This is an optimization exercise on Yosys and OpenROAD, whose aim is small area and a short achievable clock period, not a production implementation. Where RTL was checked, it was by simulation tests only, not by an equivalence proof against the original. The RTL of runs 1, 3 and 4 was laid out without a check of its function. Power is estimated from default activity; no workload was simulated.

File: design/flow/config.mk
export PLATFORM = sky130hd
export DESIGN_NAME = CS
export DESIGN_NICKNAME = CS
export VERILOG_FILES = /design/flow/design.v
export SDC_FILE = /design/flow/constraint.sdc
export NUM_CORES = 4
export LEC_CHECK = 0
export CAP_MARGIN = 20
export CORE_MARGIN = 2
export CORE_UTILIZATION = 40
export SLEW_MARGIN = 20
File: design/flow/constraint.sdc
create_clock -name core_clock -period 16.0 [get_ports {clk}]
set_input_delay 3.2000 -clock core_clock [delete_from_list [all_inputs] [get_ports {clk}]]
set_output_delay 3.2000 -clock core_clock [all_outputs]
set_load 0.01 [all_outputs]
File: design/flow/design.v
`timescale 1ns/10ps
module CS(Y, X, reset, clk);
input clk, reset;
input [7:0] X;
output [9:0] Y;
reg [7:0] w [1:9];      
reg [9:1] v;            
reg [7:0] M;            
reg [3:0] R;            
reg [9:1] q;            
reg [35:0] g;           
function integer idx;   
    input integer i, j;
    idx = (i - 1) * 9 - (i * (i - 1)) / 2 + (j - i) - 1;
endfunction
function signed [4:0] mod9t;
    input [7:0] v;
    mod9t = $signed({3'b0, v[7:6]}) - $signed({2'b0, v[5:3]}) + $signed({2'b0, v[2:0]});
endfunction
function [4:0] mod9p;
    input [7:0] v;
    mod9p = {v[7:6], 3'b0} - {3'b0, v[7:6]} + {2'b0, v[5:3]};
endfunction
wire [7:0] x9 = v[9] ? w[9] : 8'd0;
wire signed [4:0] t9 = mod9t(x9);
wire [4:0] p9 = mod9p(x9);
wire t9_neg = t9 < 0;
wire t9_big = t9 > 5'sd8;
wire [4:0] q9 = p9 - {4'd0, t9_neg} + {4'd0, t9_big};                   
wire signed [5:0] r9 = t9 + (t9_neg ? 6'sd9 : t9_big ? -6'sd9 : 6'sd0);  
wire [7:0] B = M - {3'd0, q9};
wire signed [5:0] E = $signed({2'b0, R}) - r9;                          
wire signed [4:0] tx = mod9t(X);
wire [4:0] px = mod9p(X);
wire signed [5:0] z = E + tx;                                           
wire signed [2:0] k = (z < -6'sd9) ? -3'sd2 : (z < 6'sd0) ? -3'sd1 :
                      (z < 6'sd9) ? 3'sd0 : (z < 6'sd18) ? 3'sd1 : 3'sd2;
wire [5:0] Rz = z - (k == -3'sd2 ? -6'sd18 : k == -3'sd1 ? -6'sd9 : k == 3'sd1 ? 6'sd9 : k == 3'sd2 ? 6'sd18 : 6'sd0);
wire [7:0] M_nxt = B + {3'd0, px} + {{5{k[2]}}, k};
wire [3:0] R_nxt = Rz[3:0];
wire [9:1] v_nxt = reset ? 9'd0 : {v[8:1], 1'b1};
wire [7:0] M_new = reset ? 8'd0 : M_nxt;
wire [7:0] wn [1:9];    
assign wn[1] = X;
genvar gi;
generate
    for (gi = 2; gi <= 9; gi = gi + 1) begin : shift
        assign wn[gi] = w[gi-1];
    end
endgenerate
wire [9:1] q_nxt;
wire [35:0] g_nxt;
genvar gj;
generate
    for (gi = 1; gi <= 9; gi = gi + 1) begin : qual
        assign q_nxt[gi] = v_nxt[gi] & (wn[gi] <= M_new);
    end
    for (gj = 2; gj <= 9; gj = gj + 1) begin : order_new
        assign g_nxt[idx(1, gj)] = (X >= w[gj-1]);
    end
    for (gi = 1; gi <= 7; gi = gi + 1) begin : order_old
        for (gj = gi + 1; gj <= 8; gj = gj + 1) begin : pair
            assign g_nxt[idx(gi + 1, gj + 1)] = g[idx(gi, gj)];
        end
    end
endgenerate
integer k2;
always @(posedge clk) begin
    if (reset) begin
        M <= 8'd0;
        R <= 4'd0;
    end else begin
        M <= M_nxt;
        R <= R_nxt;
    end
    v <= v_nxt;
    q <= q_nxt;
    g <= g_nxt;
    for (k2 = 1; k2 <= 9; k2 = k2 + 1) w[k2] <= wn[k2];
end
reg [9:1] sel;
integer m, n;
reg [7:0] A;
always @* begin
    for (m = 1; m <= 9; m = m + 1) begin
        sel[m] = q[m];
        for (n = 1; n <= 9; n = n + 1)
            if (n < m) sel[m] = sel[m] & (~q[n] | ~g[idx(n, m)]);
            else if (n > m) sel[m] = sel[m] & (~q[n] | g[idx(m, n)]);
    end
    A = 8'd0;
    for (m = 1; m <= 9; m = m + 1) A = A | (w[m] & {8{sel[m]}});
end
wire [11:0] S = {1'b0, M, 3'd0} + {4'd0, M} + {8'd0, R};
wire [12:0] YS = {1'b0, S} + {2'b0, A, 3'd0} + {5'd0, A};
assign Y = YS[12:3];
endmodule
File: design/flow/flow/run.sh
#!/bin/bash
# Own layout flow: the standard ORFS flow (standard.sh), with
#  - synthesis mapped by an area-oriented ABC script (flow/abc.script) and
#    without extracting full/half-adder cells,
#  - a setup margin so that repair_timing aims below the clock period.
# Each step's full output goes to its own log file in this folder.
set -uo pipefail
SYNTH_VARS="ABC_AREA=1 ADDER_MAP_FILE= ABC_CLOCK_PERIOD_IN_PS=5000 SYNTH_OPERATIONS_ARGS=-noabc"
LAYOUT_VARS="SETUP_SLACK_MARGIN=8"
rm -rf myscripts
cp -r "$FLOW_HOME/scripts" myscripts
cp flow/abc.script myscripts/abc_area.script
bash standard.sh SCRIPTS_DIR="$PWD/myscripts" $SYNTH_VARS synth > synth.log 2>&1 || exit 1
bash standard.sh $LAYOUT_VARS finish > layout.log 2>&1 || exit 1
File: design/flow/flow/abc.script
strash
dch
map -a
topo
stime -c
buffer -c
upsize -c
dnsize -c
File: design/flow/standard.sh
#!/bin/bash
# synth_recipe.tcl (not shown) runs the flow's synth.tcl, then flattens the netlist and writes it again
# the make line also repeats each setting of config.mk as NAME=value (left out here)
make -C /OpenROAD-flow-scripts/flow DESIGN_CONFIG=/design/flow/config.mk WORK_HOME=/design/flow/orfs CLKGATE_MAP_FILE= SYNTH_SCRIPT=/design/flow/synth_recipe.tcl "${@:-finish}"
==> results of run 1 <==
[cells in the mapped netlist, drive strengths merged (5+ instances only)]
cell type / count / area [um^2]
a22oi: 23 / 172.7
o21a: 8 / 60.06
o21ai: 50 / 257.8
clkbuf: 13 / 56.30
clkinv: 7 / 27.52
a22o: 5 / 43.79
and2: 7 / 48.80
xor2: 38 / 340.3
buf: 6 / 51.30
nor2: 221 / 922.1
xnor2: 13 / 113.9
a31oi: 11 / 112.6
nand3: 20 / 127.6
inv: 187 / 711.9
o22ai: 64 / 400.4
nand2: 186 / 728.2
dfxtp: 138 / 2763
o221ai: 20 / 175.2
a221oi: 17 / 148.9
a21oi: 78 / 431.7
nor3: 12 / 81.33
or2: 11 / 71.32
[state kept, by name, indices dropped and copies added, names as in the netlist]
signal,count
w,72
q,9
M,8
R,4
v,9
g,36
[per-stage QoR]
step	setup WS (ns)	std cells	hold WS [ns]
after floorplan	8.003	1166	0.3308
after global placement	6.758	1438	0.3330
after detailed placement	6.576	1438	0.3349
after CTS	7.495	1500	0.3497
after global routing	7.188	1523	0.3618
final	7.502	1523	0.3508
[cells by family (layout without fill, tap and decap cells)]
logic type / Yosys count / count (layout) / share of synthesized area, %
flops: 138 / 138 / 34.06
buf+inv: 213 / 300 / 10.44
simple gates: 465 / 465 / 25.10
fa+ha+maj: 4 / 4 / 0.4936
compound gates: 295 / 295 / 24.31
xor+xnor: 51 / 51 / 5.599
[routing by layer]
metal  global-route usage [%]  vias to the layer above  routed length (um)  share of wire, %
met3                    3.750                       36                1102               4.6
met2                    37.59                      187               11610                48
met4                    5.971                        0                 387               1.6
li1                         -                     4039                   -                 -
met5                        0                        -                   0                 0
met1                    29.90                     3683               11120                46
[worst max-delay path, delay by kind of cell, from the launching register on]
family	cells	cell delay (ns)
DFF	1	0.35
AOI/OAI and AO/OA	13	1.94
and+or+nand+nor	16	1.64
buffers and inverters	5	0.52
adders and majority gates	2	0.45
[final cells by class]
class                           instances  area [um^2]  area share (%)
Inverter                              194        783.3           7.830
Clock inverter                         15        140.1           1.401
Timing Repair inverter                  1        7.507         0.07505
Sequential cell                       138         2784           27.83
Timing Repair Buffer                   73        596.8           5.966
Clock buffer                           17        425.4           4.253
Multi-Input combinational cell        815         4928           49.27
Tap cell                              270        337.8           3.377
[power breakdown]
part	total [uW]	switching, uW	internal (uW)
logic	1740	1040	699
registers	430	45.0	385
clock network	380	164	216
total	2550	1250	1300
[final timing paths]
kind | start | endpoint | slack (ns) | cells after the start
max | q[7]$_DFF_P_ | Y[7] | 7.50 | 36
min | w[3][4]$_DFF_P_ | w[4][4]$_DFF_P_ | 0.35 | 0
max reg2reg | v[9]$_DFF_P_ | q[2]$_DFF_P_ | 9.21 | 55
min reg2reg | w[3][4]$_DFF_P_ | w[4][4]$_DFF_P_ | 0.35 | 0
[repair_timing]
action	CTS	global route
pin swaps	29	35
cloned	0	1
setup buffers	30	22
gates resized for setup	106	64
endpoints found under the setup margin	23	20
==> impl_metrics.csv, run 1 <==
group,metric,value,unit
run_status,status,"finished clean",
timing,max_clock_freq,117.7,MHz
run,maxCapViolCount,0,
synth,syn_avg_cell_area,6.957,um^2
finish,drive_gt1_share,21.79,%
setup_path,critical_path_class,"reg -> out",
floorplan,die_w,146.4,um
placement,place.gp.congestion,0.9105,
placement,hpwl,17880,um
floorplan,dieArea,21430,um^2
finish,post-route-util,49.92,%
timing,fin_crit,8.498,ns
timing,fin_setup_tns,0,ns
setup_path,end_kind,"output port",
synth,ys.warnings.count,2,
routing,vias,7945,
routing,drc,0,
routing,dr.pass1.iters,5,
power,leakagePower,0.004413,uW
grt,grt_max_degree,20,
timing,tightest_slew,0.7755,ns
clocking,path_clk_slew,0.06,ns
clocking,cts_num_sinks,138,
synth,ys_ff_latch,138,
floorplan,num_rows,52,
synth,synth_nets,1176,
routing,drt_iter0_drc,556,
clocking,insertion_delay,0.43,ns
finish,fillCellCount,2016,
floorplan,die_height,146.4,um
worst_hold_path,hold_class,"reg -> reg",
finish,nets,1250,
power,peakVddDrop,0.08922,mV
routing,wire_per_inst,15.90,um
clocking,cts_hold_buf,0,
finish,diodes,0,
setup_path,cp-start-kind,"flop",
clocking,root_buffer,"clkbuf_16",
synth,ys_types,63,
finish,syn_to_final_growth,23.32,%
timing,maxSlewHeadroom,46.96,%
routing,ant_nets,0,
synth,syn-cell-area,8112,um^2
setup_path,critPathSlowestCell,"dfxtp_2",
power,powerDensity,255.0,nW/um^2
power,totalPowerFinal,2550,uW
grt,grt_usage,22.38,%
setup_path,crit_required,12.80,ns
floorplan,start_util,40.48,%
synth,syn_inst,1166,
synth,async_flop_share,0,%
synth,synth-seq-area-share,34.06,%
synth,synth_enable_flop_cells,0,
grt,antenna_found_initial,0,
timing,post-route-period-util,53.11,%
grt,first_global_vias,7421,
setup_path,max_stage_delay,0.35,ns
timing,finalSetupViolations,0,
setup_path,cp_max_fo,7,
clocking,cts_max_path_buffers,2,
floorplan,ioPinCount,20,
setup_path,arrival,5.30,ns
timing,finClkSkew,0.005630,ns
finish,final_common_cell,"nor2_1",
timing,rsz0062_at_grt,"yes",
timing,slew_viol_final,0,
clocking,cts_buffers,17,
routing,avgViaCountPerCell,5.217,
placement,io_buffers,19,
grt,overflow,0,
timing,finalHoldViolCount,0,
grt,grt_pass1_wl,37910,um
finish,mostFrequentLayoutCells,"nor2_1, nand2_1, inv_1",
floorplan,core,20040,um^2
clocking,htreeDepth,4,
clocking,cts_tree,"built",
synth,synthFlopType,"dfxtp_1",
finish,fin_area,10000,um^2
routing,wirelength,24220,um
placement,placed_area,8593,um^2
==> run 2: changes to the inputs <==
--- a/design/flow/design.v
+++ b/design/flow/design.v
@@ -13,30 +13,29 @@
     input integer i, j;
     idx = (i - 1) * 9 - (i * (i - 1)) / 2 + (j - i) - 1;
 endfunction
-function signed [4:0] mod9t;
+function [4:0] mod9t;
     input [7:0] v;
-    mod9t = $signed({3'b0, v[7:6]}) - $signed({2'b0, v[5:3]}) + $signed({2'b0, v[2:0]});
+    mod9t = {3'b0, v[7:6]} + {2'b0, v[2:0]} + {2'b0, ~v[5:3]};
 endfunction
 function [4:0] mod9p;
     input [7:0] v;
     mod9p = {v[7:6], 3'b0} - {3'b0, v[7:6]} + {2'b0, v[5:3]};
 endfunction
 wire [7:0] x9 = v[9] ? w[9] : 8'd0;
-wire signed [4:0] t9 = mod9t(x9);
+wire [4:0] t9 = mod9t(x9);
 wire [4:0] p9 = mod9p(x9);
-wire t9_neg = t9 < 0;
-wire t9_big = t9 > 5'sd8;
-wire [4:0] q9 = p9 - {4'd0, t9_neg} + {4'd0, t9_big};                   
-wire signed [5:0] r9 = t9 + (t9_neg ? 6'sd9 : t9_big ? -6'sd9 : 6'sd0);  
-wire [7:0] B = M - {3'd0, q9};
-wire signed [5:0] E = $signed({2'b0, R}) - r9;                          
-wire signed [4:0] tx = mod9t(X);
+wire t9_lo = t9 < 5'd7;                       
+wire t9_hi = t9 > 5'd15;                      
+wire [4:0] r9 = t9_lo ? t9 + 5'd2 : t9_hi ? t9 - 5'd16 : t9 - 5'd7;    
+wire [7:0] B = M - {3'd0, p9} - {7'd0, t9_hi} + {7'd0, t9_lo} - 8'd2;  
+wire [3:0] E = 4'd8 - r9[3:0];
+wire [4:0] tx = mod9t(X);
 wire [4:0] px = mod9p(X);
-wire signed [5:0] z = E + tx;                                           
-wire signed [2:0] k = (z < -6'sd9) ? -3'sd2 : (z < 6'sd0) ? -3'sd1 :
-                      (z < 6'sd9) ? 3'sd0 : (z < 6'sd18) ? 3'sd1 : 3'sd2;
-wire [5:0] Rz = z - (k == -3'sd2 ? -6'sd18 : k == -3'sd1 ? -6'sd9 : k == 3'sd1 ? 6'sd9 : k == 3'sd2 ? 6'sd18 : 6'sd0);
-wire [7:0] M_nxt = B + {3'd0, px} + {{5{k[2]}}, k};
+wire [5:0] z = {2'b0, R} + {2'b0, E} + {1'b0, tx};
+wire [2:0] kp = (z < 6'd6) ? 3'd0 : (z < 6'd15) ? 3'd1 : (z < 6'd24) ? 3'd2 :
+                (z < 6'd33) ? 3'd3 : 3'd4;
+wire [5:0] Rz = z + 6'd3 - {kp, 3'b0} - {3'b0, kp};
+wire [7:0] M_nxt = B + {3'd0, px} + {5'd0, kp};
 wire [3:0] R_nxt = Rz[3:0];
 wire [9:1] v_nxt = reset ? 9'd0 : {v[8:1], 1'b1};
 wire [7:0] M_new = reset ? 8'd0 : M_nxt;
==> design/flow/flow/abc.script (replaced) <==
strash
dch
map -a
topo
stime -c
==> impl_metrics.csv, run 2 <==
group,metric,value,unit
run_status,status,"finished clean",
clocking,insertion_delay,0.43,ns
finish,post-route-util,55.13,%
setup_path,crit_required,12.80,ns
power,p_sw_share,46.53,%
synth,netlist_top_cells_area,"dfxtp_1, nor2_1, clkinv_1, nand2_1, xor2_1",
synth,synth_enable_flop_cells,0,
floorplan,core,18770,um^2
power,totalPowerFinal,2343,uW
finish,fin_area,10350,um^2
synth,ys_ff_latch,138,
timing,fin_crit,8.070,ns
power,peakVddDrop,0.1519,mV
routing,wire_per_inst,17.74,um
synth,ys_types,34,
routing,drc,0,
clocking,path_clk_slew,0.06,ns
finish,nets,1248,
placement,hpwl,17720,um
grt,grt_pass1_wl,40060,um
clocking,cts_max_path_buffers,2,
grt,first_global_vias,7480,
setup_path,cp_max_fo,6,
setup_path,critPathSlowestCell,"dfxtp_4",
synth,syn-cell-area,7652,um^2
floorplan,die_height,142.3,um
routing,dr.pass1.iters,6,
worst_hold_path,hold_class,"reg -> reg",
clocking,cts_buffers,17,
synth,synth_nets,1127,
synth,synth-seq-area-share,36.10,%
clocking,cts_num_sinks,138,
clocking,cts_hold_buf,0,
finish,syn_to_final_growth,35.22,%
setup_path,crit_start,"q[6]$_DFF_P_",
clocking,htreeDepth,4,
setup_path,arrival,4.87,ns
finish,regMostFlops,"w",
placement,dp_slack,6.263,ns
setup_path,path_common_cell,"nand2_1",
grt,antenna_found_initial,0,
timing,finClkSkew,0.009650,ns
worst_hold_path,hp-start,"w[7][4]$_DFF_P_",
synth,syn_avg_cell_area,6.851,um^2
power,intPower,1253,uW
floorplan,die_w,142.3,um
synth,ys.warnings.count,2,
routing,vias,8226,
routing,avgViaCountPerCell,5.539,
floorplan,num_rows,50,
power,leakagePower,0.004154,uW
synth,async_flop_share,0,%
power,seq_power_share,18.6,%
grt,grt_usage,25.58,%
finish,diodes,0,
finish,drive_gt1_share,26.22,%
power,p_sw,1090,uW
placement,io_buffers,19,
power,powerDensity,226.4,nW/um^2
finish,largest_registers,"w: 72 flops, g: 36 flops",
finish,mostFrequentLayoutCells,"nor2_1, nand2_1, clkinv_1",
power,combPwrFrac,63.6,%
setup_path,max_stage_delay,0.37,ns
timing,tightest_slew,0.8978,ns
synth,yosys.area.top_type,"dfxtp_1",
floorplan,ioPinCount,20,
synth,syn_inst,1117,
placement,placed_area,8184,um^2
timing,post-route-period-util,50.43,%
timing,fin_setup_tns,0,ns
setup_path,end_kind,"output port",
synth,synthFlopType,"dfxtp_1",
clocking,cts_tree,"built",
timing,rsz0062_at_grt,"yes",
timing,finalHoldViolCount,0,
finish,final_common_cell,"nor2_1",
power,clkPwrFrac,17.8,%
setup_path,critical_path_class,"reg -> out",
synth,synth.most_common_cell,"nor2_1",
timing,final.setup.worst_slack,7.930,ns
setup_path,regToRegStartpoint,"v[9]$_DFF_P_",
routing,ant_nets,0,
placement,place.gp.congestion,0.9503,
timing,finalSetupViolations,0,
timing,slew_viol_final,0,
clocking,root_buffer,"clkbuf_16",
routing,wirelength,26340,um
grt,grt_max_degree,20,
timing,maxSlewHeadroom,39.95,%
grt,overflow,0,
finish,largest_reg_flops,72,
setup_path,r2r_slack,8.59,ns
timing,max_clock_freq,123.9,MHz
setup_path,cp-start-kind,"flop",
routing,drt_iter0_drc,705,
synth,ys_top_cells_by_count,"nor2_1, clkinv_1, nand2_1, dfxtp_1, a21oi_1",
floorplan,start_util,40.77,%
floorplan,dieArea,20250,um^2
synth,synth.top_cell.area_share,36.10,%
run,maxCapViolCount,0,
[run 2: cell count changes in the layout (fill, tap and decap cells not counted), sizes merged, moves of 18 or more]
cell | previous run | this run
a21oi | 78 | 55
buf | 61 | 83
clkinv | 13 | 176
inv | 187 | 29
o221ai | 20 | 38
[run 2: final timing paths]
| path | cells past startpoint | end |
|---|---|---|
| max | 37 | Y[8] |
| min | 0 | w[8][4]$_DFF_P_ |
| max reg2reg | 57 | q[6]$_DFF_P_ |
| min reg2reg | 0 | w[8][4]$_DFF_P_ |
[run 2: area by class of cell]
class	instances	area (um^2)
well taps	234	292.8
fillers	1766	8421
repair buffers	98	838.3
clock buffers	23	488.0
inverters	200	862.1
flip-flops and latches	138	2799
clock inverters	9	135.1
repair inverters	2	16.27
multi-input cells	781	4916
[run 2: through the flow]
stage               cells  hold WS, ns
global route         1485       0.3623
finish               1485       0.3566
global placement     1376       0.3399
CTS                  1457       0.3548
floorplan            1117       0.3380
detailed placement   1376       0.3444
[run 2: critical path, delay by kind of cell (launching register included)]
family | cells | cell delay (ns)
AOI/OAI and AO/OA | 7 | 0.77
DFF | 1 | 0.37
and+or+nand+nor | 22 | 2.38
buffers and inverters | 8 | 0.89
[run 2: layer usage]
layer | global-route usage (%) | vias to the layer above | part of all wire [%]
li1 | - | 4090 | -
met1 | 33.48 | 3751 | 44
met2 | 40.66 | 314 | 46
met3 | 5.619 | 71 | 6.2
met4 | 11.15 | 0 | 3.6
met5 | 0 | - | 0
[run 2: kinds of logic after synthesis]
logic type / Yosys count / share of synthesized area [%]
AO/OA/AOI/OAI: 279 / 24.43
XOR/XNOR: 47 / 5.379
adder cells (fa/ha/maj): 6 / 0.7849
buffers and inverters: 200 / 9.810
flip-flops: 138 / 36.10
AND/OR/NAND/NOR: 447 / 23.50
[run 2: power by group through the flow]
stage / combinational, uW / sequential (uW) / clock (uW)
floorplan: 833 / 417 / 0
global placement: 1140 / 437 / 0
detailed placement: 1150 / 436 / 0
CTS: 1350 / 431 / 418
global route: 1630 / 440 / 435
finish: 1490 / 436 / 418
[run 2: what timing repair did]
action / CTS / global route
gates resized for setup: 178 / 141
setup buffers: 46 / 26
gates cloned: 3 / 2
endpoints found under the setup margin: 25 / 22
pin swaps: 41 / 51
==> run 3: changes to the inputs <==
--- a/design/flow/design.v
+++ b/design/flow/design.v
@@ -7,7 +7,7 @@
 reg [9:1] v;            
 reg [7:0] M;            
 reg [3:0] R;            
-reg [9:1] q;            
+reg [9:1] sel;          
 reg [35:0] g;           
 function integer idx;   
     input integer i, j;
@@ -47,8 +47,9 @@
         assign wn[gi] = w[gi-1];
     end
 endgenerate
-wire [9:1] q_nxt;
-wire [35:0] g_nxt;
+wire [9:1] q_nxt;       
+wire [35:0] g_nxt;      
+wire [9:1] sel_nxt;
 genvar gj;
 generate
     for (gi = 1; gi <= 9; gi = gi + 1) begin : qual
@@ -62,6 +63,19 @@
             assign g_nxt[idx(gi + 1, gj + 1)] = g[idx(gi, gj)];
         end
     end
+    for (gi = 1; gi <= 9; gi = gi + 1) begin : pick
+        wire [9:1] ok;
+        for (gj = 1; gj <= 9; gj = gj + 1) begin : other
+            if (gj < gi) begin : older
+                assign ok[gj] = ~q_nxt[gj] | ~g_nxt[idx(gj, gi)];
+            end else if (gj > gi) begin : newer
+                assign ok[gj] = ~q_nxt[gj] | g_nxt[idx(gi, gj)];
+            end else begin : self
+                assign ok[gj] = q_nxt[gj];
+            end
+        end
+        assign sel_nxt[gi] = &ok;
+    end
 endgenerate
 integer k2;
 always @(posedge clk) begin
@@ -73,20 +87,13 @@
         R <= R_nxt;
     end
     v <= v_nxt;
-    q <= q_nxt;
+    sel <= sel_nxt;
     g <= g_nxt;
     for (k2 = 1; k2 <= 9; k2 = k2 + 1) w[k2] <= wn[k2];
 end
-reg [9:1] sel;
-integer m, n;
 reg [7:0] A;
+integer m;
 always @* begin
-    for (m = 1; m <= 9; m = m + 1) begin
-        sel[m] = q[m];
-        for (n = 1; n <= 9; n = n + 1)
-            if (n < m) sel[m] = sel[m] & (~q[n] | ~g[idx(n, m)]);
-            else if (n > m) sel[m] = sel[m] & (~q[n] | g[idx(m, n)]);
-    end
     A = 8'd0;
     for (m = 1; m <= 9; m = m + 1) A = A | (w[m] & {8{sel[m]}});
 end
--- a/design/flow/flow/run.sh
+++ b/design/flow/flow/run.sh
@@ -6,7 +6,7 @@
 # Each step's full output goes to its own log file in this folder.
 set -uo pipefail
 SYNTH_VARS="ABC_AREA=1 ADDER_MAP_FILE= ABC_CLOCK_PERIOD_IN_PS=5000 SYNTH_OPERATIONS_ARGS=-noabc"
-LAYOUT_VARS="SETUP_SLACK_MARGIN=8"
+LAYOUT_VARS="SETUP_SLACK_MARGIN=8.5"
 rm -rf myscripts
 cp -r "$FLOW_HOME/scripts" myscripts
 cp flow/abc.script myscripts/abc_area.script
==> design/flow/flow/abc.script (replaced) <==
strash
dch
map -a
topo
stime -c
buffer -c
upsize -c
dnsize -c
==> impl_metrics.csv, run 3 <==
group,metric,value,unit
run_status,status,"finished clean",
synth,syn_inst,1145,
synth,netlist_top_cells_area,"dfxtp_1, nor2_1, nand2_1, inv_1, a22oi_1",
synth,ys_ff_latch,130,
timing,holdWs,0.3514,ns
setup_path,max_stage_delay,0.32,ns
worst_hold_path,hold_class,"reg -> reg",
power,peakVddDrop,0.08941,mV
finish,drive_gt1_share,31.75,%
clocking,root_buffer,"clkbuf_16",
finish,regMostFlops,"w",
setup_path,cp_top_family,"simple AND/OR/NAND/NOR gates",
timing,finalHoldViolCount,0,
clocking,htreeDepth,4,
routing,dr.pass1.iters,5,
placement,hpwl,17180,um
routing,drc,0,
finish,largest_reg_flops,72,
worst_hold_path,hp-start,"w[2][6]$_DFF_P_",
setup_path,crit_required,16.31,ns
grt,overflow,0,
placement,place.gp.congestion,0.8981,
routing,wire_per_inst,16.85,um
routing,ant_nets,0,
synth,ys_types,56,
clocking,cts_tree,"built",
placement,io_buffers,19,
timing,post-route-period-util,48.66,%
floorplan,num_rows,51,
finish,diodes,0,
grt,grt_max_degree,17,
timing,maxSlewHeadroom,57.34,%
finish,fillCellCount,1777,
timing,finClkSkew,0.008694,ns
synth,synth.top_cell.area_share,33.18,%
clocking,insertion_delay,0.43,ns
synth,synth_enable_flop_cells,0,
power,powerDensity,235.7,nW/um^2
setup_path,critical_path_class,"in -> reg",
timing,fin_setup_tns,0,ns
clocking,cts_buffers,17,
synth,synthFlopType,"dfxtp_1",
clocking,cts_max_path_buffers,2,
timing,tightest_slew,0.6399,ns
grt,first_global_vias,7758,
synth,syn-cell-area,7844,um^2
synth,ys_top_cells_by_count,"nor2_1, nand2_1, inv_1, dfxtp_1, a21oi_1",
timing,slew_viol_final,0,
finish,largest_registers,"w: 72 flops, g: 28 flops",
timing,rsz0062_at_grt,"yes",
synth,synth_nets,1155,
floorplan,dieArea,20750,um^2
timing,finalSetupViolations,0,
finish,mostFrequentLayoutCells,"nor2_1, inv_1, nand2_1",
routing,wirelength,25800,um
clocking,path_clk_slew,0.06,ns
setup_path,cp-start-kind,"primary input",
routing,avgViaCountPerCell,5.437,
floorplan,die_height,144.0,um
floorplan,ioPinCount,20,
synth,synth.most_common_cell,"nor2_1",
synth,yosys.area.top_type,"dfxtp_1",
routing,drt_iter0_drc,596,
floorplan,start_util,40.57,%
timing,max_clock_freq,128.4,MHz
setup_path,cp.buffers_inverters,10,
grt,grt_usage,24.41,%
timing,fin_crit,7.785,ns
floorplan,die_w,144.0,um
power,leakagePower,0.004657,uW
finish,final_common_cell,"nor2_1",
finish,syn_to_final_growth,35.54,%
setup_path,end_kind,"flop",
clocking,cts_num_sinks,130,
synth,synth-seq-area-share,33.18,%
finish,nets,1264,
grt,grt_pass1_wl,38990,um
synth,async_flop_share,0,%
setup_path,crit_start,"X[0]",
setup_path,regToRegStartpoint,"w[9][7]$_DFF_P_",
synth,syn_avg_cell_area,6.850,um^2
grt,antenna_found_initial,0,
setup_path,cp_max_fo,6,
setup_path,arrival,8.10,ns
run,maxCapViolCount,0,
floorplan,core,19330,um^2
routing,vias,8324,
setup_path,critPathSlowestCell,"or3_1",
synth,ys.warnings.count,2,
## run 3: area by class of cell
cell class	count	area [um^2]	share of cell area [%]
sequential	130	2633	24.76
clock buffer	19	452.9	4.260
tap	265	331.6	3.119
clock inverter	12	132.6	1.248
inverter	183	787.0	7.403
timing repair inverter	1	6.256	0.05884
timing repair buffer	112	958.4	9.015
multi-input combinational	809	5330	50.14
## run 3: what timing repair did
item	in CTS	in global routing
buffers inserted	70	21
pin swaps	79	71
hold buffers	0	0
resized for setup	214	127
cloned	2	0
setup endpoints to repair	18	16
## run 3: final timing paths
path,depth (start not counted),slack (ns),to
worst min register to register,0,0.35,w[3][6]$_DFF_P_
worst max register to register,61,8.52,sel[3]$_DFF_P_
worst max-delay path,42,8.21,sel[3]$_DFF_P_
worst min-delay path,0,0.35,w[3][6]$_DFF_P_
## run 3: metal layers
| metal | part of all wire [%] | vias up | global-route usage, % |
|---|---|---|---|
| met5 | 0 | - | 0 |
| met4 | 2.3 | 0 | 8.617 |
| met3 | 5.3 | 59 | 3.510 |
| met2 | 49 | 281 | 41.98 |
| met1 | 44 | 3927 | 31.26 |
| li1 | - | 4057 | - |
## run 3: per-stage QoR
stage          setup WS, ns  area [um^2]  instances  power [uW]  util (%)
3_3_place_gp          6.770         8280       1407        1565     42.83
3_5_place_dp          6.606         8280       1407        1575     42.83
5_1_grt               7.933        10630       1531        2676     54.99
2_1_floorplan         8.544         7861       1145        1302         -
4_1_cts               8.311         9996       1510        2297     51.70
6_report              8.215        10630       1531        2505     54.99
## run 3: cells by family after synthesis
logic type | Yosys count | synth area share [%]
buffers and inverters | 207 | 10.26
AOI/OAI and AO/OA | 289 | 24.57
and+or+nand+nor | 468 | 26.05
xor gates and xnor gates | 47 | 5.439
DFF | 130 | 33.18
adders and majority gates | 4 | 0.5105
## run 3: power by group
part / internal, uW / switching, uW / total (uW) / leakage (uW)
clock: 237 / 152 / 389 / 0.000282
sequential: 361 / 46.3 / 407 / 0.00110
combinational: 730 / 980 / 1710 / 0.00328
==> run 4: changes to the inputs <==
--- a/design/flow/flow/run.sh
+++ b/design/flow/flow/run.sh
@@ -6,7 +6,7 @@
 # Each step's full output goes to its own log file in this folder.
 set -uo pipefail
 SYNTH_VARS="ABC_AREA=1 ADDER_MAP_FILE= ABC_CLOCK_PERIOD_IN_PS=5000 SYNTH_OPERATIONS_ARGS=-noabc"
-LAYOUT_VARS="SETUP_SLACK_MARGIN=8.5"
+LAYOUT_VARS="SETUP_SLACK_MARGIN=8.5 CTS_CLUSTER_SIZE=30 CTS_CLUSTER_DIAMETER=100"
 rm -rf myscripts
 cp -r "$FLOW_HOME/scripts" myscripts
 cp flow/abc.script myscripts/abc_area.script
==> impl_metrics.csv, run 4 <==
group,metric,value,unit
synth,async_flop_share,0,%
placement,hpwl,17180,um
finish,stdcell_count,1531,
finish,fin_area,10630,um^2
routing,drc,0,
finish,drive_gt1_share,31.75,%
synth,ys_top_cells_by_count,"nor2_1, nand2_1, inv_1, dfxtp_1, a21oi_1",
clocking,cts_max_path_buffers,2,
timing,finClkSkew,0.008694,ns
floorplan,dieArea,20750,um^2
clocking,root_buffer,"clkbuf_16",
synth,syn-cell-area,7844,um^2
timing,rsz0062_at_grt,"yes",
clocking,cts_tree,"built",
synth,syn_avg_cell_area,6.850,um^2
synth,synthFlopType,"dfxtp_1",
power,totalPowerFinal,2505,uW
power,seq_power_share,16.3,%
timing,fin_setup_tns,0,ns
synth,synth-seq-area-share,33.18,%
floorplan,core,19330,um^2
routing,dr.pass1.iters,5,
power,leakagePower,0.004657,uW
clocking,cts_num_sinks,130,
grt,first_global_vias,7758,
grt,grt_pass1_wl,38990,um
power,powerDensity,235.7,nW/um^2
synth,synth.top_cell.area_share,33.18,%
finish,nets,1264,
finish,largest_registers,"w: 72 flops, g: 28 flops",
finish,final_common_cell,"nor2_1",
synth,yosys.area.top_type,"dfxtp_1",
setup_path,crit_required,16.31,ns
routing,wire_per_inst,16.85,um
timing,fin_crit,7.785,ns
clocking,htreeDepth,4,
power,p_sw,1178,uW
setup_path,cp-start-kind,"primary input",
grt,antenna_found_initial,0,
placement,io_buffers,19,
synth,ys_ff_latch,130,
routing,vias,8324,
floorplan,die_height,144.0,um
finish,syn_to_final_growth,35.54,%
clocking,path_clk_slew,0.06,ns
floorplan,die_w,144.0,um
floorplan,start_util,40.57,%
worst_hold_path,hold_class,"reg -> reg",
synth,synth_enable_flop_cells,0,
synth,netlist_top_cells_area,"dfxtp_1, nor2_1, nand2_1, inv_1, a22oi_1",
power,peakVddDrop,0.08941,mV
run,maxCapViolCount,0,
finish,diodes,0,
timing,finalSetupViolations,0,
routing,avgViaCountPerCell,5.437,
timing,finalHoldViolCount,0,
power,intPower,1327,uW
clocking,insertion_delay,0.43,ns
synth,ys_types,56,
timing,tightest_slew,0.6399,ns
setup_path,arrival,8.10,ns
finish,mostFrequentLayoutCells,"nor2_1, inv_1, nand2_1",
timing,final.setup.worst_slack,8.215,ns
placement,dp_slack,6.606,ns
floorplan,ioPinCount,20,
synth,synth.most_common_cell,"nor2_1",
synth,ys.warnings.count,2,
grt,grt_max_degree,17,
clocking,cts_buffers,17,
run_status,status,"finished clean",
placement,placed_area,8280,um^2
setup_path,critPathSlowestCell,"or3_1",
grt,overflow,0,
routing,drt_iter0_drc,596,
power,clkPwrFrac,15.5,%
timing,post-route-period-util,48.66,%
grt,grt_usage,24.41,%
routing,ant_nets,0,
setup_path,critical_path_class,"in -> reg",
timing,slew_viol_final,0,
power,p_sw_share,47.03,%
placement,dp_cells,1407,
timing,max_clock_freq,128.4,MHz
setup_path,cp_max_fo,6,
finish,regMostFlops,"w",
power,combPwrFrac,68.2,%
floorplan,num_rows,51,
setup_path,max_stage_delay,0.32,ns
placement,place.gp.congestion,0.8981,
synth,syn_inst,1145,
timing,maxSlewHeadroom,57.34,%
finish,largest_reg_flops,72,
synth,synth_nets,1155,
routing,wirelength,25800,um
setup_path,end_kind,"flop",
[run 4: cell counts after synthesis]
Identical to the previous run, type by type.
[run 4: kinds of logic (layout without fill, tap and decap cells)]
family,Yosys count,after routing,share of synthesized area [%]
compound gates,289,290,24.57
xor+xnor,47,47,5.439
fa+ha+maj,4,4,0.5105
buf+inv,207,327,10.26
flops,130,130,33.18
simple gates,468,468,26.05
[run 4: power groups by stage]
| stage | Combinational, uW | Sequential [uW] | Clock (uW) |
|---|---|---|---|
| 2_1_floorplan | 912 | 389 | 0 |
| 3_3_place_gp | 1160 | 408 | 0 |
| 3_5_place_dp | 1170 | 408 | 0 |
| 4_1_cts | 1500 | 403 | 390 |
| 5_1_grt | 1860 | 410 | 402 |
| 6_report | 1710 | 407 | 389 |
[run 4: metal layers]
metal | up-vias | part of all wire [%] | GRT usage [%]
met5 | - | 0 | 0
met4 | 0 | 2.3 | 8.617
met3 | 59 | 5.3 | 3.510
met2 | 281 | 49 | 41.98
met1 | 3927 | 44 | 31.26
li1 | 4057 | - | -
[run 4: area by class of cell]
type                       instances  area (um^2)
clock buffer                      19        452.9
clock inverter                    12        132.6
fill                            1777         8703
inverter                         183        787.0
multi-input combinational        809         5330
sequential                       130         2633
tap                              265        331.6
timing repair buffer             112        958.4
timing repair inverter             1        6.256
[run 4: final timing paths]
kind	startpoint	endpoint	slack, ns	cells past startpoint
setup reg to reg	w[9][7]$_DFF_P_	sel[3]$_DFF_P_	8.52	61
hold / removal	w[2][6]$_DFF_P_	w[3][6]$_DFF_P_	0.35	0
setup / recovery	X[0]	sel[3]$_DFF_P_	8.21	42
hold reg to reg	w[2][6]$_DFF_P_	w[3][6]$_DFF_P_	0.35	0
[run 4: per-stage QoR]
step,util (%),hold WS (ns)
3_3_place_gp,42.83,0.3329
6_report,54.99,0.3514
5_1_grt,54.99,0.3592
4_1_cts,51.70,0.3504
2_1_floorplan,-,0.3308
3_5_place_dp,42.83,0.3367
[run 4: timing repair]
| item | 4_1_cts | 5_1_grt |
|---|---|---|
| buffers inserted | 70 | 21 |
| endpoints found under the setup margin | 18 | 16 |
| hold buffers | 0 | 0 |
| pin swaps | 79 | 71 |
| cloned | 2 | 0 |
| resized for setup | 214 | 127 |
[run 4: worst max-delay path: cells and delay by family]
kind	cells	cell delay (ns)
AOI/OAI and AO/OA	8	1.27
buffers and inverters	10	0.97
and+or+nand+nor	24	2.63
==> run 5: changes to the inputs <==
--- a/design/flow/design.v
+++ b/design/flow/design.v
@@ -97,7 +97,7 @@
     A = 8'd0;
     for (m = 1; m <= 9; m = m + 1) A = A | (w[m] & {8{sel[m]}});
 end
-wire [11:0] S = {1'b0, M, 3'd0} + {4'd0, M} + {8'd0, R};
-wire [12:0] YS = {1'b0, S} + {2'b0, A, 3'd0} + {5'd0, A};
-assign Y = YS[12:3];
+wire [8:0] U = {1'b0, M} + {1'b0, A};
+wire [9:0] T = {1'b0, U} + {6'd0, R};
+assign Y = {1'b0, U} + {3'd0, T[9:3]};
 endmodule
--- a/design/flow/flow/run.sh
+++ b/design/flow/flow/run.sh
@@ -6,9 +6,9 @@
 # Each step's full output goes to its own log file in this folder.
 set -uo pipefail
 SYNTH_VARS="ABC_AREA=1 ADDER_MAP_FILE= ABC_CLOCK_PERIOD_IN_PS=5000 SYNTH_OPERATIONS_ARGS=-noabc"
-LAYOUT_VARS="SETUP_SLACK_MARGIN=8.5 CTS_CLUSTER_SIZE=30 CTS_CLUSTER_DIAMETER=100"
+LAYOUT_VARS=(SETUP_SLACK_MARGIN=0)
 rm -rf myscripts
 cp -r "$FLOW_HOME/scripts" myscripts
 cp flow/abc.script myscripts/abc_area.script
 bash standard.sh SCRIPTS_DIR="$PWD/myscripts" $SYNTH_VARS synth > synth.log 2>&1 || exit 1
-bash standard.sh $LAYOUT_VARS finish > layout.log 2>&1 || exit 1
+bash standard.sh "${LAYOUT_VARS[@]}" finish > layout.log 2>&1 || exit 1
==> design/flow/flow/abc.script (replaced) <==
strash
dc2
dch -f
map -a
topo
stime -c
buffer -c
upsize -c
dnsize -c
==> impl_metrics.csv, run 5 <==
group,metric,value,unit
synth,synthAdderAreaFrac,0.4118,%
setup_path,r2r_cells,58,
finish,diodes,0,
routing,wirelength,20040,um
worst_hold_path,worstHoldPathCells,0,
floorplan,num_rows,49,
synth,syn_avg_cell_area,7.502,um^2
clocking,cts_setup_buffers,0,
routing,wire_per_inst,16.35,um
timing,tightest_slew,1.032,ns
clocking,cts_num_sinks,130,
clocking,root_buffer,"clkbuf_16",
finish,largest_reg_flops,72,
synth,ys_types,60,
synth,ys_ff_latch,130,
grt,overflow,0,
timing,holdWs,0.3491,ns
finish,syn_to_final_growth,13.81,%
finish,fillCellCount,1771,
grt,first_global_vias,6174,
worst_hold_path,hold_class,"reg -> reg",
grt,grt_use_met3,4.454,%
timing,slew_viol_final,0,
grt,grt_max_degree,22,
timing,finalSetupViolations,0,
synth,synth_enable_flop_cells,0,
setup_path,r2r_slack,8.01,ns
setup_path,max_stage_delay,0.70,ns
synth,syn_inst,972,
finish,nets,994,
synth,ys_top_cells_by_count,"nand2_1, dfxtp_1, inv_1, nor2_1, o21ai_0",
floorplan,dieArea,19330,um^2
setup_path,crit_start,"X[4]",
timing,max_clock_freq,106.3,MHz
timing,post-route-period-util,58.80,%
grt,grt_usage,20.73,%
setup_path,cp-endpoint,"sel[2]$_DFF_P_",
setup_path,worst-path-stages,33,
routing,avgViaCountPerCell,5.458,
clocking,cts_buffers,17,
timing,maxSlewHeadroom,29.39,%
synth,async_flop_share,0,%
finish,stdcell_count,1226,
synth,synth_nets,982,
synth,synth.most_common_cell,"nand2_1",
timing,finClkSkew,0.009085,ns
setup_path,critical_path_class,"in -> reg",
clocking,cts.repair.resized,0,
power,leakagePower,0.003599,uW
routing,dr.pass1.iters,5,
floorplan,start_util,40.73,%
finish,mostFrequentLayoutCells,"nand2_1, dfxtp_1, inv_1",
clocking,htreeDepth,4,
floorplan,die_height,139.0,um
grt,grt_pass1_wl,32130,um
floorplan,core,17900,um^2
floorplan,die_w,139.0,um
run_status,status,"finished clean",
finish,drive_gt1_share,11.03,%
synth,muxShareOfSynthArea,0,%
placement,io_buffers,19,
synth,synth.top_cell.area_share,35.69,%
timing,fin_crit,9.408,ns
routing,vias,6692,
clocking,cts_max_path_buffers,2,
setup_path,regToRegStartpoint,"v[9]$_DFF_P_",
synth,synthFlopType,"dfxtp_1",
routing,drt_iter0_drc,562,
power,powerDensity,240.8,nW/um^2
clocking,cts_tree,"built",
floorplan,ioPinCount,20,
placement,hpwl,15470,um
finish,final_common_cell,"nand2_1",
placement,place.gp.congestion,0.9230,
setup_path,arrival,9.71,ns
grt,met2_usage,33.00,%
setup_path,cp-start-kind,"primary input",
timing,rsz0062_at_grt,"no",
clocking,cts_hold_buf,0,
clocking,insertion_delay,0.42,ns
setup_path,path_common_cell,"xor2_1",
setup_path,cp.buffers_inverters,6,
setup_path,crit_required,16.30,ns
finish,regMostFlops,"w",
placement,dp_cells,1194,
synth,synth-simple-area-share,20.78,%
setup_path,r2r_end,"sel[2]$_DFF_P_",
power,peakVddDrop,0.2847,mV
setup_path,end_kind,"flop",
grt,antenna_found_initial,0,
synth,syn-cell-area,7292,um^2
grt,use_met1,28.51,%
synth,synth-seq-area-share,35.69,%
clocking,path_clk_slew,0.06,ns
synth,yosys.area.top_type,"dfxtp_1",
synth,ys.warnings.count,2,
setup_path,cp_top_family,"compound AO/OA/AOI/OAI gates",
setup_path,cp_max_fo,18,
timing,finalHoldViolCount,0,
finish,largest_registers,"w: 72 flops, g: 28 flops",
setup_path,critPathSlowestCell,"clkdlybuf4s50_1",
synth,netlist_top_cells_area,"dfxtp_1, nand2_1, xor2_1, inv_1, o22ai_1",
run,maxCapViolCount,0,
synth,synth_compound_area_share,26.90,%
routing,ant_nets,0,
routing,drc,0,
synth,synth_top_family_by_area,"compound AO/OA/AOI/OAI gates",
timing,fin_setup_tns,0,ns
grt,grt_most_used_layer,"met2",
synth,synth-xor-area-share,7.567,%
==> run 5: changes by cell type in the layout (fill, tap and decap cells not counted), moves of 15 or more <==
cell,change
nor2_4,-16
o21ai_1,-20
nor2_2,-24
inv_1,-29
nand2_2,-30
o21ai_0,+23
o221ai_1,+27
nand2_1,+62
nor2_1,-95
clkdlybuf4s50_1,+15
buf_6,-19
buf_4,-70
==> run 5: kinds of logic after synthesis <==
family                     Yosys count
buffers and inverters              155
DFF                                130
adders and majority gates            3
xor gates and xnor gates            63
AOI/OAI and AO/OA                  277
and+or+nand+nor                    344
==> run 5: where the power goes <==
group	total [uW]	switching, uW	internal [uW]
logic	1160	698	464
registers	398	36.9	361
clock network	438	145	293
total	2000	880	1120
==> run 5: area by class of cell <==
type	instances	area, um^2	share of cell area (%)
repair buffers	21	205.2	2.472
inverters	127	481.7	5.804
clock buffers	19	432.9	5.216
flip-flops and latches	130	2603	31.36
clock inverters	13	230.2	2.774
multi-input cells	687	4060	48.92
well taps	229	286.5	3.452
==> run 5: per-layer routing <==
metal  vias up  share of wire [%]
li1       3378                  -
met1      3098                 48
met2       185                 45
met3        31                5.3
met4         0                1.7
met5         -                  0
==> run 5: worst min-delay path by stage <==
stage / startpoint / endpoint
after floorplan: g[3]$_DFF_P_ / g[11]$_DFF_P_
after CTS: w[6][0]$_DFF_P_ / w[7][0]$_DFF_P_
after global routing: w[6][0]$_DFF_P_ / w[7][0]$_DFF_P_
after detailed placement: w[6][0]$_DFF_P_ / w[7][0]$_DFF_P_
after global placement: w[6][0]$_DFF_P_ / w[7][0]$_DFF_P_
final: w[6][0]$_DFF_P_ / w[7][0]$_DFF_P_
==> run 5: per-stage QoR <==
step / util (%) / area [um^2] / worst slack, ns / total power [uW]
3_5_place_dp: 42.65 / 7635 / 6.277 / 1553
3_3_place_gp: 42.65 / 7635 / 6.394 / 1544
5_1_grt: 46.36 / 8299 / 5.903 / 2149
6_report: 46.36 / 8299 / 6.592 / 1998
2_1_floorplan: - / 7292 / 8.127 / 1261
4_1_cts: 46.35 / 8298 / 6.697 / 1993
==> run 6: changes to the inputs <==
--- a/design/flow/flow/run.sh
+++ b/design/flow/flow/run.sh
@@ -6,7 +6,7 @@
 # Each step's full output goes to its own log file in this folder.
 set -uo pipefail
 SYNTH_VARS="ABC_AREA=1 ADDER_MAP_FILE= ABC_CLOCK_PERIOD_IN_PS=5000 SYNTH_OPERATIONS_ARGS=-noabc"
-LAYOUT_VARS=(SETUP_SLACK_MARGIN=0)
+LAYOUT_VARS=(SETUP_SLACK_MARGIN=0 "CTS_ARGS=-sink_clustering_enable -repair_clock_nets -dont_use_dummy_load -sink_clustering_size 30 -sink_clustering_max_diameter 100")
 rm -rf myscripts
 cp -r "$FLOW_HOME/scripts" myscripts
 cp flow/abc.script myscripts/abc_area.script
==> impl_metrics.csv, run 6 <==
group,metric,value,unit
finish,diodes,0,
grt,grt_pass1_wl,31890,um
setup_path,end_kind,"flop",
placement,dp_slack,6.277,ns
setup_path,crit_required,16.29,ns
setup_path,max_stage_delay,0.70,ns
setup_path,r2r_cells,58,
grt,first_global_vias,6148,
routing,vias,6647,
setup_path,regToRegStartpoint,"v[9]$_DFF_P_",
setup_path,path_common_cell,"xor2_1",
floorplan,num_rows,49,
timing,finClkSkew,0.02382,ns
finish,multi_input_area,4060,um^2
clocking,cts.repair.resized,0,
timing,rsz0062_at_grt,"no",
synth,syn_inst,972,
finish,fin_area,8061,um^2
timing,post-route-period-util,58.70,%
timing,final.setup.worst_slack,6.609,ns
power,leakagePower,0.003483,uW
clocking,cts_buffers,17,
routing,wirelength,19860,um
routing,dr.pass1.iters,6,
synth,synthFlopType,"dfxtp_1",
clocking,cts_hold_buf,0,
synth,synth.most_common_cell,"nand2_1",
placement,place.gp.congestion,0.9230,
timing,finalSetupViolations,0,
floorplan,die_w,139.0,um
finish,largest_reg_flops,72,
worst_hold_path,worstHoldPathCells,0,
setup_path,r2r_end,"sel[2]$_DFF_P_",
routing,wire_per_inst,16.40,um
finish,nets,994,
routing,avgViaCountPerCell,5.489,
synth,async_flop_share,0,%
routing,drc,0,
run,maxCapViolCount,0,
grt,overflow,0,
placement,hpwl,15470,um
floorplan,die_height,139.0,um
clocking,insertion_delay,0.42,ns
floorplan,ioPinCount,20,
routing,drt_iter0_drc,569,
finish,fillCellCount,1812,
setup_path,cp-start-kind,"primary input",
timing,tightest_slew,1.038,ns
finish,syn_to_final_growth,10.55,%
worst_hold_path,hold_path_end,"w[7][0]$_DFF_P_",
floorplan,core,17900,um^2
synth,synth_nets,982,
finish,regMostFlops,"w",
setup_path,cp_max_fo,18,
finish,largest_registers,"w: 72 flops, g: 28 flops",
floorplan,start_util,40.73,%
synth,ys.warnings.count,2,
timing,fin_setup_tns,0,ns
synth,syn-cell-area,7292,um^2
finish,final-seq-area,2603,um^2
clocking,cts_setup_buffers,0,
placement,io_buffers,19,
finish,mostFrequentLayoutCells,"nand2_1, dfxtp_1, inv_1",
setup_path,arrival,9.68,ns
timing,maxSlewHeadroom,29.00,%
timing,finalHoldViolCount,0,
synth,synth.top_cell.area_share,35.69,%
synth,ys_types,60,
floorplan,dieArea,19330,um^2
run_status,status,"finished clean",
clocking,path_clk_slew,0.05,ns
timing,fin_crit,9.391,ns
clocking,htreeDepth,4,
setup_path,critPathSlowestCell,"clkdlybuf4s50_1",
synth,ys_top_cells_by_count,"nand2_1, dfxtp_1, inv_1, nor2_1, o21ai_0",
worst_hold_path,hold_class,"reg -> reg",
setup_path,critical_path_class,"in -> reg",
synth,ys_ff_latch,130,
synth,syn_avg_cell_area,7.502,um^2
clocking,root_buffer,"clkbuf_16",
finish,final_common_cell,"nand2_1",
clocking,cts_tree,"built",
placement,placed_area,7635,um^2
routing,ant_nets,0,
grt,grt_usage,20.57,%
power,peakVddDrop,0.2846,mV
power,totalPowerFinal,1860,uW
synth,netlist_top_cells_area,"dfxtp_1, nand2_1, xor2_1, inv_1, o22ai_1",
timing,slew_viol_final,0,
timing,max_clock_freq,106.5,MHz
synth,synth_enable_flop_cells,0,
setup_path,r2r_slack,8.00,ns
setup_path,cp_top_family,"compound AO/OA/AOI/OAI gates",
power,powerDensity,230.7,nW/um^2
grt,grt_max_degree,22,
timing,holdWs,0.3490,ns
synth,synth-seq-area-share,35.69,%
setup_path,crit_start,"X[4]",
worst_hold_path,hp-start,"w[6][0]$_DFF_P_",
clocking,cts_max_path_buffers,2,
setup_path,cp.buffers_inverters,6,
finish,drive_gt1_share,9.878,%
grt,antenna_found_initial,0,
clocking,cts_num_sinks,130,
synth,yosys.area.top_type,"dfxtp_1",
-- run 6: how the worst max path moves through the flow --
stage	endpoint	slack, ns	cells after the start
2_1_floorplan	sel[8]$_DFF_P_	8.13	41
3_3_place_gp	sel[2]$_DFF_P_	6.39	33
3_5_place_dp	sel[2]$_DFF_P_	6.28	33
4_1_cts	sel[2]$_DFF_P_	6.69	33
5_1_grt	sel[7]$_DFF_P_	5.90	31
6_report	sel[2]$_DFF_P_	6.61	33
-- run 6: cell type report --
type	count	area share (%)
timing repair buffer	21	2.545
multi-input combinational	687	50.36
clock buffer	17	5.277
sequential	130	32.28
inverter	127	5.975
tap	229	3.554
-- run 6: layer usage --
metal | part of all wire (%) | routed length, um | track usage [%]
met1 | 48 | 9571 | 28.77
met2 | 45 | 8993 | 32.72
met4 | 1.7 | 335 | 5.901
met5 | 0 | 0 | 0
met3 | 4.8 | 959 | 3.488
-- run 6: worst register-to-register path: cells and delay by family, from the launching register on --
family	cells	cell delay, ns
AND/OR/NAND/NOR	28	3.71
buffers and inverters	11	1.05
AO/OA/AOI/OAI	16	2.24
flip-flops	1	0.44
XOR/XNOR	3	0.45
-- run 6: stage by stage --
step | utilization, % | instances
2_1_floorplan | - | 972
3_3_place_gp | 42.65 | 1194
3_5_place_dp | 42.65 | 1194
4_1_cts | 45.02 | 1211
5_1_grt | 45.03 | 1211
6_report | 45.03 | 1211
-- run 6: where the power goes --
group | switching [uW] | total, uW | leakage, uW | internal [uW]
Clock | 120 | 303 | 0.000209 | 183
Combinational | 694 | 1160 | 0.00218 | 464
Sequential | 36.7 | 399 | 0.00109 | 362
-- run 6: cell families (layout without fill, tap and decap cells) --
group	after synthesis	in the layout	share of synthesized area [%]
AO/OA/AOI/OAI	277	277	26.90
XOR/XNOR	63	63	7.567
adder cells (fa/ha/maj)	3	3	0.4118
buffers and inverters	155	165	8.647
flip-flops	130	130	35.69
AND/OR/NAND/NOR	344	344	20.78
==> run 7: changes to the inputs <==
--- a/design/flow/flow/run.sh
+++ b/design/flow/flow/run.sh
@@ -6,7 +6,7 @@
 # Each step's full output goes to its own log file in this folder.
 set -uo pipefail
 SYNTH_VARS="ABC_AREA=1 ADDER_MAP_FILE= ABC_CLOCK_PERIOD_IN_PS=5000 SYNTH_OPERATIONS_ARGS=-noabc"
-LAYOUT_VARS=(SETUP_SLACK_MARGIN=0 "CTS_ARGS=-sink_clustering_enable -repair_clock_nets -dont_use_dummy_load -sink_clustering_size 30 -sink_clustering_max_diameter 100")
+LAYOUT_VARS=(SETUP_SLACK_MARGIN=0 "BUFFER_PORTS_ARGS=-buffer_cell sky130_fd_sc_hd__buf_2" "CTS_ARGS=-sink_clustering_enable -repair_clock_nets -dont_use_dummy_load -sink_clustering_size 30 -sink_clustering_max_diameter 100")
 rm -rf myscripts
 cp -r "$FLOW_HOME/scripts" myscripts
 cp flow/abc.script myscripts/abc_area.script
==> impl_metrics.csv, run 7 <==
group,metric,value,unit
run_status,status,"finished clean",
run,maxCapViolCount,0,
timing,tightest_slew,1.022,ns
grt,first_global_vias,6164,
finish,syn_to_final_growth,9.334,%
setup_path,arrival,9.20,ns
finish,final_common_cell,"nand2_1",
clocking,htreeDepth,4,
synth,syn-cell-area,7292,um^2
clocking,cts.repair.resized,0,
power,leakagePower,0.003492,uW
synth,synth-seq-area-share,35.69,%
synth,netlist_top_cells_area,"dfxtp_1, nand2_1, xor2_1, inv_1, o22ai_1",
synth,synthFlopType,"dfxtp_1",
synth,synth_enable_flop_cells,0,
finish,nets,995,
setup_path,cp-start-kind,"primary input",
finish,regMostFlops,"w",
finish,fillCellCount,1818,
grt,antenna_found_initial,0,
setup_path,max_stage_delay,0.49,ns
floorplan,dieArea,19330,um^2
synth,ys_top_cells_by_count,"nand2_1, dfxtp_1, inv_1, nor2_1, o21ai_0",
clocking,cts_tree,"built",
setup_path,crit_required,16.29,ns
timing,max_clock_freq,112.2,MHz
synth,synth.top_cell.area_share,35.69,%
timing,finalSetupViolations,0,
power,powerDensity,226.9,nW/um^2
clocking,cts_hold_buf,0,
routing,avgViaCountPerCell,5.478,
synth,syn_avg_cell_area,7.502,um^2
timing,fin_setup_tns,0,ns
routing,wirelength,19840,um
timing,finClkSkew,0.01466,ns
synth,yosys.area.top_type,"dfxtp_1",
timing,slew_viol_final,0,
synth,ys_types,60,
synth,syn_inst,972,
floorplan,die_w,139.0,um
placement,hpwl,15330,um
routing,drc,0,
synth,ys_ff_latch,130,
setup_path,cp_max_fo,18,
clocking,cts_setup_buffers,0,
setup_path,critPathSlowestCell,"clkinv_1",
power,peakVddDrop,0.2218,mV
finish,largest_registers,"w: 72 flops, g: 28 flops",
clocking,path_clk_slew,0.05,ns
routing,wire_per_inst,16.37,um
floorplan,start_util,40.73,%
clocking,root_buffer,"clkbuf_16",
floorplan,num_rows,49,
clocking,insertion_delay,0.42,ns
synth,async_flop_share,0,%
finish,mostFrequentLayoutCells,"nand2_1, dfxtp_1, inv_1",
clocking,cts_num_sinks,130,
routing,vias,6639,
finish,largest_reg_flops,72,
timing,maxSlewHeadroom,30.13,%
routing,dr.pass1.iters,5,
setup_path,path_common_cell,"xor2_1",
grt,grt_usage,20.50,%
grt,grt_max_degree,22,
routing,ant_nets,0,
finish,post-route-util,44.53,%
placement,io_buffers,19,
floorplan,die_height,139.0,um
power,totalPowerFinal,1809,uW
synth,ys.warnings.count,2,
timing,post-route-period-util,55.70,%
floorplan,core,17900,um^2
setup_path,critical_path_class,"in -> reg",
floorplan,ioPinCount,20,
placement,place.gp.congestion,0.9077,
finish,diodes,0,
finish,drive_gt1_share,11.90,%
grt,overflow,0,
grt,grt_pass1_wl,31600,um
clocking,cts_max_path_buffers,2,
setup_path,end_kind,"flop",
routing,drt_iter0_drc,643,
timing,fin_crit,8.913,ns
synth,synth_nets,982,
worst_hold_path,hold_class,"reg -> reg",
timing,rsz0062_at_grt,"no",
synth,synth.most_common_cell,"nand2_1",
timing,finalHoldViolCount,0,
clocking,cts_buffers,17,
[run 7: layout make-up]
| type | count | area, um^2 | share of cell area, % |
|---|---|---|---|
| multi-input cells | 687 | 4059 | 50.91 |
| repair buffers | 22 | 117.6 | 1.475 |
| flip-flops and latches | 130 | 2603 | 32.64 |
| well taps | 229 | 286.5 | 3.594 |
| clock buffers | 17 | 425.4 | 5.336 |
| inverters | 127 | 481.7 | 6.042 |
[run 7: power breakdown]
group	total, uW	switching, uW	internal, uW
sequential	398	36.1	362
combinational	1110	699	407
clock	305	122	183
total	1810	857	952
[run 7: cell families after synthesis]
| group | after synthesis | synth area share, % |
|---|---|---|
| AOI/OAI and AO/OA | 277 | 26.90 |
| buffers and inverters | 155 | 8.647 |
| xor gates and xnor gates | 63 | 7.567 |
| adders and majority gates | 3 | 0.4118 |
| DFF | 130 | 35.69 |
| and+or+nand+nor | 344 | 20.78 |
[run 7: stage by stage]
stage	setup slack [ns]	cells	hold WS, ns	area [um^2]
floorplan	8.127	972	0.3308	7292
global placement	6.929	1195	0.3378	7547
detailed placement	6.816	1195	0.3408	7547
CTS	7.148	1212	0.3496	7973
global route	6.565	1212	0.3607	7973
finish	7.088	1212	0.3511	7973
[run 7: path summary, 6_finish.rpt]
kind                        start              end  slack (ns)  cells past startpoint
hold / removal    w[6][0]$_DFF_P_  w[7][0]$_DFF_P_        0.35                      0
setup reg to reg     v[9]$_DFF_P_   sel[4]$_DFF_P_        7.93                     53
hold reg to reg   w[6][0]$_DFF_P_  w[7][0]$_DFF_P_        0.35                      0
setup / recovery             X[4]   sel[4]$_DFF_P_        7.09                     33
[run 7: layer usage]
metal	GRT usage, %	wire, um	vias up
li1	-	-	3363
met3	3.453	1130	24
met2	33.11	9023	217
met1	28.02	9380	3035
met4	6.539	303	0
met5	0	0	-
[run 7: worst max-delay path, delay by kind of cell]
kind	cells	cell delay, ns
compound gates	13	2.24
xor+xnor	4	0.99
simple gates	10	1.53
buf+inv	6	1.19
==> run 8: changes to the inputs <==
--- a/design/flow/flow/run.sh
+++ b/design/flow/flow/run.sh
@@ -6,7 +6,7 @@
 # Each step's full output goes to its own log file in this folder.
 set -uo pipefail
 SYNTH_VARS="ABC_AREA=1 ADDER_MAP_FILE= ABC_CLOCK_PERIOD_IN_PS=5000 SYNTH_OPERATIONS_ARGS=-noabc"
-LAYOUT_VARS=(SETUP_SLACK_MARGIN=0 "BUFFER_PORTS_ARGS=-buffer_cell sky130_fd_sc_hd__buf_2" "CTS_ARGS=-sink_clustering_enable -repair_clock_nets -dont_use_dummy_load -sink_clustering_size 30 -sink_clustering_max_diameter 100")
+LAYOUT_VARS=(SETUP_SLACK_MARGIN=7.5 "BUFFER_PORTS_ARGS=-buffer_cell sky130_fd_sc_hd__buf_2" "CTS_ARGS=-sink_clustering_enable -repair_clock_nets -dont_use_dummy_load -sink_clustering_size 30 -sink_clustering_max_diameter 100 -buf_list sky130_fd_sc_hd__clkbuf_8 -root_buf sky130_fd_sc_hd__clkbuf_16")
 rm -rf myscripts
 cp -r "$FLOW_HOME/scripts" myscripts
 cp flow/abc.script myscripts/abc_area.script
==> impl_metrics.csv, run 8 <==
group,metric,value,unit
run_status,status,"finished clean",
synth,muxShareOfSynthArea,0,%
synth,synth_nets,982,
placement,hpwl,15330,um
timing,tightest_slew,0.9142,ns
finish,final_common_cell,"nand2_1",
grt,grt_usage,20.64,%
setup_path,r2r_slack,8.02,ns
setup_path,critical_path_class,"in -> reg",
routing,vias,6824,
floorplan,start_util,40.73,%
setup_path,cp_top_family,"simple AND/OR/NAND/NOR gates",
routing,drc,0,
clocking,htreeDepth,4,
synth,ys_types,60,
clocking,cts_max_path_buffers,2,
power,intPower,994.2,uW
routing,drt_iter0_drc,659,
synth,synth.most_common_cell,"nand2_1",
clocking,insertion_delay,0.37,ns
routing,avgViaCountPerCell,5.455,
power,clkPwrFrac,10.8,%
clocking,cts_buffers,17,
synth,ys.warnings.count,2,
synth,netlist_top_cells_area,"dfxtp_1, nand2_1, xor2_1, inv_1, o22ai_1",
timing,finalSetupViolations,0,
setup_path,arrival,8.60,ns
synth,yosys.area.top_type,"dfxtp_1",
floorplan,ioPinCount,20,
setup_path,critPathSlowestCell,"a2111oi_2",
synth,synth.top_cell.area_share,35.69,%
timing,slew_viol_final,0,
power,powerDensity,229.1,nW/um^2
finish,mostFrequentLayoutCells,"nand2_1, dfxtp_1, inv_1",
setup_path,max_stage_delay,0.29,ns
grt,overflow,0,
synth,synth-simple-area-share,20.78,%
synth,synth_enable_flop_cells,0,
finish,post-route-util,46.95,%
power,peakVddDrop,0.2288,mV
grt,antenna_found_initial,0,
worst_hold_path,hold_class,"reg -> reg",
routing,wire_per_inst,16.73,um
synth,synth_top_family_by_area,"compound AO/OA/AOI/OAI gates",
power,p_sw_share,48.37,%
clocking,root_buffer,"clkbuf_16",
timing,fin_setup_tns,0,ns
synth,syn_inst,972,
synth,synthAdderAreaFrac,0.4118,%
timing,finalHoldViolCount,0,
synth,ys_top_cells_by_count,"nand2_1, dfxtp_1, inv_1, nor2_1, o21ai_0",
floorplan,die_w,139.0,um
setup_path,cp.buffers_inverters,10,
placement,place.gp.congestion,0.9077,
timing,finClkSkew,0.02281,ns
finish,regMostFlops,"w",
clocking,cts_tree,"built",
grt,grt_max_degree,22,
timing,post-route-period-util,52.24,%
clocking,path_clk_slew,0.06,ns
grt,first_global_vias,6168,
finish,largest_reg_flops,72,
power,leakagePower,0.003675,uW
routing,dr.pass1.iters,5,
timing,max_clock_freq,119.6,MHz
clocking,cts_hold_buf,0,
routing,wirelength,20930,um
finish,syn_to_final_growth,15.25,%
synth,synth-xor-area-share,7.567,%
synth,async_flop_share,0,%
power,seq_power_share,20.7,%
finish,nets,1034,
run,maxCapViolCount,0,
synth,syn-cell-area,7292,um^2
finish,largest_registers,"w: 72 flops, g: 28 flops",
setup_path,cp_max_fo,6,
grt,grt_pass1_wl,31660,um
floorplan,core,17900,um^2
timing,maxSlewHeadroom,37.48,%
power,p_sw,931.6,uW
timing,fin_crit,8.358,ns
finish,drive_gt1_share,18.88,%
floorplan,num_rows,49,
synth,syn_avg_cell_area,7.502,um^2
synth,synth-seq-area-share,35.69,%
timing,rsz0062_at_grt,"yes",
setup_path,crit_required,16.24,ns
synth,ys_ff_latch,130,
synth,synth_compound_area_share,26.90,%
clocking,cts_num_sinks,130,
synth,synthFlopType,"dfxtp_1",
setup_path,end_kind,"flop",
power,combPwrFrac,68.6,%
finish,diodes,0,
floorplan,dieArea,19330,um^2
finish,fillCellCount,1772,
floorplan,die_height,139.0,um
routing,ant_nets,0,
setup_path,cp-start-kind,"primary input",
placement,io_buffers,19,
## run 8: cell counts after synthesis
Identical to the previous run, type by type.
## run 8: logic make-up (layout without fill, tap and decap cells)
group,count (synthesis),in the layout
XOR/XNOR,63,63
adder cells (fa/ha/maj),3,3
flip-flops,130,130
AND/OR/NAND/NOR,344,344
AO/OA/AOI/OAI,277,277
buffers and inverters,155,205
## run 8: worst register-to-register path, delay by kind of cell (launching register included)
| kind | cells | cell delay (ns) |
|---|---|---|
| AND/OR/NAND/NOR | 31 | 3.96 |
| flip-flops | 1 | 0.43 |
| XOR/XNOR | 3 | 0.44 |
| buffers and inverters | 12 | 0.94 |
| AO/OA/AOI/OAI | 15 | 2.05 |
## run 8: final cells by class
class                           count  area [um^2]  area share (%)
Tap cell                          229        286.5           3.409
Inverter                          127        498.0           5.925
Timing Repair inverter              1        7.507         0.08933
Multi-Input combinational cell    687         4317           51.36
Clock buffer                       17        245.2           2.918
Sequential cell                   130         2605           31.00
Timing Repair Buffer               60        445.4           5.300
## run 8: metal layers
metal	track usage [%]	routed length, um	up-vias
met5	0	0	-
met4	6.114	288	0
met3	4.316	1232	30
met2	33.00	9806	208
met1	28.15	9604	3140
li1	-	-	3446
## run 8: per-stage QoR
step / hold WS [ns] / cells / total power [uW] / worst slack, ns / cell area (um^2)
after floorplan: 0.3308 / 972 / 1261 / 8.127 / 7292
after global placement: 0.3378 / 1195 / 1488 / 6.929 / 7547
after detailed placement: 0.3408 / 1195 / 1498 / 6.816 / 7547
after CTS: 0.3501 / 1214 / 1711 / 7.504 / 7819
after global routing: 0.3628 / 1251 / 2080 / 7.305 / 8404
final: 0.3514 / 1251 / 1926 / 7.642 / 8404
## run 8: repair_timing
action / 4_1_cts / 5_1_grt
resized for setup: 4 / 67
pin swaps: 0 / 33
endpoints found under the setup margin: 11 / 14
gates cloned: 0 / 1
buffers inserted: 2 / 36
hold endpoints to repair: 0 / 0
## run 8: power by group through the flow
stage	clock [uW]	sequential (uW)	combinational (uW)
after floorplan	0	386	875
after global placement	0	405	1080
after detailed placement	0	404	1090
after CTS	212	397	1100
after global routing	227	402	1450
final	207	398	1320
## run 8: path summary, 6_finish.rpt
check / from / endpoint / cells past startpoint
min reg2reg: w[6][0]$_DFF_P_ / w[7][0]$_DFF_P_ / 0
min: w[6][0]$_DFF_P_ / w[7][0]$_DFF_P_ / 0
max reg2reg: v[9]$_DFF_P_ / sel[2]$_DFF_P_ / 61
max: X[1] / sel[2]$_DFF_P_ / 43

[what the ideal ports hide]
In the flow no input, the clock included, has a driving cell. The finished layouts below were timed again as built, in two steps. Step 1, drivers: a clkbuf_16 drives clk and a buf_2 each remaining input, both assumed. Step 2 also shifts input and output timing later by t, the mid clock arrival at the registers, as if the neighbouring blocks saw the same clock. Slacks: ideal ports / drivers / drivers and shift; pairs: ideal ports / drivers.
| run | t (ns) | setup WS [ns] | hold WS [ns] | worst setup path after step 2 | latest minus earliest clock arrival (ns) |
|---|---|---|---|---|---|
| run 1 | 0.471 | 7.502 / 7.455 / 7.886 | 0.351 / 0.351 / 0.351 | input to register | 0.008 / 0.008 |
| run 2 | 0.475 | 7.930 / 7.884 / 7.815 | 0.357 / 0.357 / 0.357 | input to register | 0.010 / 0.010 |
| run 3 | 0.469 | 8.215 / 8.194 / 7.725 | 0.351 / 0.351 / 0.351 | input to register | 0.010 / 0.010 |
| run 4 | 0.469 | 8.215 / 8.194 / 7.725 | 0.351 / 0.351 / 0.351 | input to register | 0.010 / 0.010 |
| run 5 | 0.454 | 6.592 / 6.612 / 6.159 | 0.349 / 0.349 / 0.349 | input to register | 0.009 / 0.009 |
| run 6 | 0.444 | 6.609 / 6.628 / 6.184 | 0.349 / 0.349 / 0.349 | input to register | 0.024 / 0.024 |
| run 7 | 0.452 | 7.088 / 7.112 / 6.660 | 0.351 / 0.351 / 0.351 | input to register | 0.015 / 0.015 |
| run 8 | 0.403 | 7.642 / 7.621 / 7.218 | 0.351 / 0.351 / 0.351 | input to register | 0.023 / 0.024 |
After both steps setup and hold are still met in every run listed.
